Background: an optimization exercise with open tools, aiming at small area. Do not read the settings as production practice.
Function was checked by simulation only, so behaviour that the tests miss may differ from the original.

==> flow/design.v (excerpt) <==
module eptAV (
	input  wire        ept_clock,
	input  wire        ept_reset,
	input  wire [7:0]  ept_address,
	input  wire [31:0] ept_writedata,
	output wire [31:0] ept_readdata,
	input  wire        ept_chipselect,
	input  wire        ept_write,
	input  wire        ept_irc,
	output wire        ept_status,
	output wire [6:0]  ept_ramaddress_exp,
	output wire [31:0] ept_ramwritedata_exp,
	input  wire [31:0] ept_ramreaddata_exp,
	output wire        ept_ramwrite_exp
);
For scale: about 150 I/O pins, about 12000 um^2 of cells after synthesis.
==> flow/config.mk <==
export PLATFORM = sky130hd
export DESIGN_NAME = eptAV
export DESIGN_NICKNAME = eptAV
export VERILOG_FILES = /design/flow/design.v
export SDC_FILE = /design/flow/constraint.sdc
export NUM_CORES = 4
export LEC_CHECK = 0
export CAP_MARGIN = 10
export CORE_MARGIN = 2
export CORE_UTILIZATION = 40
export SLEW_MARGIN = 10
==> flow/constraint.sdc <==
create_clock -name core_clock -period 8.0 [get_ports {ept_clock}]
set_input_delay 1.6000 -clock core_clock [delete_from_list [all_inputs] [get_ports {ept_clock}]]
set_output_delay 1.6000 -clock core_clock [all_outputs]
set_load 0.01 [all_outputs]
standard.sh (not shown) runs the stock make flow with config.mk's settings and CLKGATE_MAP_FILE= SYNTH_SCRIPT=/design/flow/synth_recipe.tcl, a recipe that flattens the netlist after the stock synthesis.
==> flow/flow/run.sh <==
#!/bin/bash
# Layout flow:
#  1. the standard synthesis (standard.sh synth), unchanged;
#  2. the combinational cells of that netlist re-mapped by Yosys/ABC for area (flow/remap.abc,
#     area-only mapping; the timing repair of the standard flow then restores timing);
#     the flip-flops (and tie cells) are kept as they are, with their names and cell types;
exec > run.log 2>&1
set -x
export BUFFER_PORTS_ARGS="-buffer_cell sky130_fd_sc_hd__buf_1"
export CTS_ARGS="-sink_clustering_enable -repair_clock_nets -dont_use_dummy_load -buf_list sky130_fd_sc_hd__clkbuf_16 -root_buf sky130_fd_sc_hd__clkbuf_16 -sink_clustering_size 30 -sink_clustering_max_diameter 100"
bash standard.sh synth > standard_synth.log 2>&1 || exit 1
R=orfs/results/$FLOW_PLATFORM/eptAV/base
LIB=$FLOW_HOME/platforms/sky130hd/lib/sky130_fd_sc_hd__tt_025C_1v80.lib
cp $R/1_2_yosys.v std_1_2_yosys.v
KEEP=$(grep -o "sky130_fd_sc_hd__[a-z0-9_]*" std_1_2_yosys.v | sort -u | grep -E "__(df|edf|sdf|sedf|dl|conb)" | tr '\n' ' ')
DU=$(grep -o "\-dont_use [a-z0-9_*]*" orfs/logs/$FLOW_PLATFORM/eptAV/base/1_2_yosys.log | sort -u | tr '\n' ' ')
cat > remap.ys <<EOY
read_liberty -ignore_miss_func $LIB
read_verilog std_1_2_yosys.v
hierarchy -top $FLOW_TOP
blackbox $KEEP
flatten
opt_clean
abc -liberty $LIB $DU -script flow/remap.abc
opt_clean
setundef -zero
hilomap -singleton -hicell sky130_fd_sc_hd__conb_1 HI -locell sky130_fd_sc_hd__conb_1 LO
splitnets
opt_clean -purge
insbuf -buf sky130_fd_sc_hd__buf_4 A X
stat -liberty $LIB
write_verilog -noattr -nohex -nodec remapped.v
EOY
yosys -l remap_yosys.log -s remap.ys > /dev/null 2>&1 || exit 1
cp remapped.v $R/1_2_yosys.v
rm -f $R/1_synth.odb $R/1_synth.sdc
bash standard.sh finish > standard.log 2>&1
echo "standard.sh exit $?"
==> flow/flow/remap.abc <==
strash
&get -n
&fraig -x
&put
scorr
dc2
strash
dch -f
amap -F 3 -A 10
topo
Then changed:
--- a/flow/flow/run.sh
+++ b/flow/flow/run.sh
@@ -2,11 +2,15 @@
 # Layout flow:
 #  1. the standard synthesis (standard.sh synth), unchanged;
-#  2. the combinational cells of that netlist re-mapped by Yosys/ABC for area (flow/remap.abc,
-#     area-only mapping; the timing repair of the standard flow then restores timing);
+#  2. the combinational cells of that netlist re-mapped by Yosys/ABC for area (flow/remap.abc);
 #     the flip-flops (and tie cells) are kept as they are, with their names and cell types;
+#  3. the rest of the standard flow (standard.sh finish) on that netlist, with port buffers
+#     of the smallest buffer cell (buf_1) and clock tree synthesis without dummy loads, with
+#     clkbuf_8 leaf buffers under a clkbuf_16 root.
+# Logs: run.log (this script), standard_synth.log, remap_yosys.log, standard.log, and ORFS's
+# per-step logs under orfs/logs.
 exec > run.log 2>&1
 set -x
 export BUFFER_PORTS_ARGS="-buffer_cell sky130_fd_sc_hd__buf_1"
-export CTS_ARGS="-sink_clustering_enable -repair_clock_nets -dont_use_dummy_load -buf_list sky130_fd_sc_hd__clkbuf_16 -root_buf sky130_fd_sc_hd__clkbuf_16 -sink_clustering_size 30 -sink_clustering_max_diameter 100"
+export CTS_ARGS="-sink_clustering_enable -repair_clock_nets -dont_use_dummy_load -buf_list sky130_fd_sc_hd__clkbuf_8 -root_buf sky130_fd_sc_hd__clkbuf_16 -sink_clustering_size 16 -sink_clustering_max_diameter 60"
 bash standard.sh synth > standard_synth.log 2>&1 || exit 1
 R=orfs/results/$FLOW_PLATFORM/eptAV/base
==> flow/flow/remap.abc (replaced) <==
strash
&get -n
&fraig -x
&put
scorr
dc2
strash
dch -f
amap
topo
What happened: The new run completed with no timing, DRC or antenna violations. Utilization decreases by 0.54 points. Die area grows by 0.45%. Setup slack gets better by 170 ps.
Then changed:
==> flow/flow/run.sh (replaced) <==
#!/bin/bash
# Layout flow: the standard flow (standard.sh) with port buffers of the smallest buffer
# cell (buf_1) and clock tree synthesis without dummy loads, with smaller clock buffers.
# standard.sh's output goes to standard.log, ORFS's per-step logs stay in orfs/logs.
exec > run.log 2>&1
set -x
export BUFFER_PORTS_ARGS="-buffer_cell sky130_fd_sc_hd__buf_1"
export CTS_ARGS="-sink_clustering_enable -repair_clock_nets -dont_use_dummy_load -buf_list sky130_fd_sc_hd__clkbuf_8 -root_buf sky130_fd_sc_hd__clkbuf_16 -sink_clustering_size 16 -sink_clustering_max_diameter 60"
bash standard.sh > standard.log 2>&1
echo "standard.sh exit $?"
- CAP_MARGIN: 10 -> 20
- SLEW_MARGIN: 10 -> 20
removed: flow/flow/remap.abc
The changed run finished with timing, DRC and antenna clean.
Clock-buffer cell count is unchanged.
Core utilization falls by 2.8 points.
Hold slack improved by 41 ps.
Wire length shrinks by 2.0%.
Non-clock buffer count drops by 45.
Synthesized cell count falls by 10%.
Synthesized area grows by 14%.


Starting RTL as in the previous note.
==> flow/config.mk <==
export PLATFORM = sky130hd
export DESIGN_NAME = eptAV
export DESIGN_NICKNAME = eptAV
export VERILOG_FILES = /design/flow/design.v
export SDC_FILE = /design/flow/constraint.sdc
export NUM_CORES = 4
export LEC_CHECK = 0
export ABC_AREA = 1
export CAP_MARGIN = 10
export CORE_MARGIN = 2
export CORE_UTILIZATION = 40
export SLEW_MARGIN = 10
==> flow/constraint.sdc <==
create_clock -name core_clock -period 8.0 [get_ports {ept_clock}]
set_input_delay 1.6000 -clock core_clock [delete_from_list [all_inputs] [get_ports {ept_clock}]]
set_output_delay 1.6000 -clock core_clock [all_outputs]
set_load 0.01 [all_outputs]
==> flow/flow/run.sh <==
#!/bin/bash
# Layout flow:
#  1. the standard synthesis (standard.sh synth), unchanged;
#  2. the combinational cells of that netlist re-mapped by Yosys/ABC for area (flow/remap.abc,
#     area-only mapping; the timing repair of the standard flow then restores timing);
#     the flip-flops (and tie cells) are kept as they are, with their names and cell types;
#  3. the rest of the standard flow (standard.sh finish) on that netlist, with port buffers
#     of the smallest buffer cell (buf_1) and clock tree synthesis without dummy loads, with
#     clkbuf_8 leaf buffers under a clkbuf_16 root.
# Logs: run.log (this script), standard_synth.log, remap_yosys.log, standard.log, and ORFS's
# per-step logs under orfs/logs.
exec > run.log 2>&1
set -x
export BUFFER_PORTS_ARGS="-buffer_cell sky130_fd_sc_hd__buf_1"
export CTS_ARGS="-sink_clustering_enable -repair_clock_nets -dont_use_dummy_load -buf_list sky130_fd_sc_hd__clkbuf_8 -root_buf sky130_fd_sc_hd__clkbuf_16 -sink_clustering_size 16 -sink_clustering_max_diameter 60"
bash standard.sh synth > standard_synth.log 2>&1 || exit 1
R=orfs/results/$FLOW_PLATFORM/eptAV/base
LIB=$FLOW_HOME/platforms/sky130hd/lib/sky130_fd_sc_hd__tt_025C_1v80.lib
cp $R/1_2_yosys.v std_1_2_yosys.v
KEEP=$(grep -o "sky130_fd_sc_hd__[a-z0-9_]*" std_1_2_yosys.v | sort -u | grep -E "__(df|edf|sdf|sedf|dl|conb)" | tr '\n' ' ')
DU=$(grep -o "\-dont_use [a-z0-9_*]*" orfs/logs/$FLOW_PLATFORM/eptAV/base/1_2_yosys.log | sort -u | tr '\n' ' ')
cat > remap.ys <<EOY
read_liberty -ignore_miss_func $LIB
read_verilog std_1_2_yosys.v
hierarchy -top $FLOW_TOP
blackbox $KEEP
flatten
opt_clean
abc -liberty $LIB $DU -script flow/remap.abc
opt_clean
setundef -zero
hilomap -singleton -hicell sky130_fd_sc_hd__conb_1 HI -locell sky130_fd_sc_hd__conb_1 LO
splitnets
opt_clean -purge
insbuf -buf sky130_fd_sc_hd__buf_4 A X
stat -liberty $LIB
write_verilog -noattr -nohex -nodec remapped.v
EOY
yosys -l remap_yosys.log -s remap.ys > /dev/null 2>&1 || exit 1
cp remapped.v $R/1_2_yosys.v
rm -f $R/1_synth.odb $R/1_synth.sdc
bash standard.sh finish > standard.log 2>&1
echo "standard.sh exit $?"
==> flow/flow/remap.abc <==
strash
&get -n
&fraig -x
&put
scorr
dc2
strash
dch -f
amap
topo
The starting point completed, yet does not pass: setup timing.
Change:
--- a/flow/flow/run.sh
+++ b/flow/flow/run.sh
@@ -2,6 +2,5 @@
 # Layout flow:
 #  1. the standard synthesis (standard.sh synth), unchanged;
-#  2. the combinational cells of that netlist re-mapped by Yosys/ABC for area (flow/remap.abc,
-#     area-only mapping; the timing repair of the standard flow then restores timing);
+#  2. the combinational cells of that netlist re-mapped by Yosys/ABC for area (flow/remap.abc);
 #     the flip-flops (and tie cells) are kept as they are, with their names and cell types;
 #  3. the rest of the standard flow (standard.sh finish) on that netlist, with port buffers
Settings changed: ABC_AREA 1 to unset, CAP_MARGIN 10 to 20, SLEW_MARGIN 10 to 20.
After rerunning: This time the run completed without violations. Wire length hardly moves. Final area falls by 2.9%. Setup slack gets better by 910 ps. Hold slack hardly moves. Clock skew rises by 6.7 ps. Count of clock-buffer cells in the layout is unchanged. Sequential share of layout area rises by 1.1 points. Utilization falls by 1.8 points. Global-route usage falls by 0.22 points.
Change:
--- a/flow/flow/run.sh
+++ b/flow/flow/run.sh
@@ -5,6 +5,5 @@
 #     the flip-flops (and tie cells) are kept as they are, with their names and cell types;
 #  3. the rest of the standard flow (standard.sh finish) on that netlist, with port buffers
-#     of the smallest buffer cell (buf_1) and clock tree synthesis without dummy loads, with
-#     clkbuf_8 leaf buffers under a clkbuf_16 root.
+#     of the smallest buffer cell (buf_1) and clock tree synthesis without dummy loads.
 # Logs: run.log (this script), standard_synth.log, remap_yosys.log, standard.log, and ORFS's
 # per-step logs under orfs/logs.
==> flow/flow/remap.abc (replaced) <==
strash
&get -n
&fraig -x
&put
scorr
dc2
strash
&get -n
&dch -f
&nf -a
&put
topo
stime -c
buffer -c
upsize -c
dnsize -c
Result: Die area is higher by 9.5%. Via count is lower by 6.4%. Hold slack stays flat. Utilization is lower by 2.8 points.
Change:
--- a/flow/flow/run.sh
+++ b/flow/flow/run.sh
@@ -5,5 +5,6 @@
 #     the flip-flops (and tie cells) are kept as they are, with their names and cell types;
 #  3. the rest of the standard flow (standard.sh finish) on that netlist, with port buffers
-#     of the smallest buffer cell (buf_1) and clock tree synthesis without dummy loads.
+#     of the smallest buffer cell (buf_1) and clock tree synthesis without dummy loads, with
+#     clkbuf_8 leaf buffers under a clkbuf_16 root.
 # Logs: run.log (this script), standard_synth.log, remap_yosys.log, standard.log, and ORFS's
 # per-step logs under orfs/logs.
==> flow/flow/remap.abc (replaced) <==
strash
&get -n
&fraig -x
&put
scorr
dc2
strash
dch -f
amap
topo
Settings changed: CORE_UTILIZATION 40 to 55.
Effect: Design area falls by 3.7%. Maximum frequency falls by 3.3%. Wire length falls by 2.6%. Synthesized cell count rises by 0.99%. Via count rises by 8.2%.

==> port drivers added, routing unchanged <==
In the flow no input, the clock included, has a driving cell. The finished layouts below were timed again as built, in two steps. Step 1 (the two cells are an assumption about what drives the block):
set clk [get_ports {ept_clock}]
set_driving_cell -lib_cell sky130_fd_sc_hd__clkbuf_16 $clk
set_driving_cell -lib_cell sky130_fd_sc_hd__buf_2 [delete_from_list [all_inputs] $clk]
Step 2 also shifts input and output timing later by t, the mid clock arrival at the registers, as if the neighbouring blocks saw the same clock. Slacks: ideal ports / drivers / drivers and shift; pairs: ideal ports / drivers.
| run | shift t [ns] | setup slack, ns | hold WS [ns] |
|---|---|---|---|
| the first run of note 1 | 0.478 | 0.326 / 0.302 / 0.302 | 0.452 / 0.452 / 0.452 |
| the second run of note 1 | 0.430 | 0.493 / 0.452 / 0.408 | 0.451 / 0.451 / 0.451 |
| the third run of note 1 | 0.433 | 0.862 / 0.839 / 0.839 | 0.492 / 0.492 / 0.492 |
| the first run of note 2 | 0.425 | -0.418 / -0.482 / -0.482 | 0.450 / 0.450 / 0.450 |
| the second run of note 2 | 0.429 | 0.491 / 0.453 / 0.435 | 0.451 / 0.451 / 0.451 |
| the third run of note 2 | 0.446 | 0.510 / 0.483 / 0.483 | 0.449 / 0.449 / 0.449 |
| the fourth run of note 2 | 0.431 | 0.256 / 0.230 / 0.230 | 0.437 / 0.437 / 0.437 |
The setup slack of the second run of note 1, which loses most, moves by -0.041 ns with the drivers and by -0.085 ns with both steps.
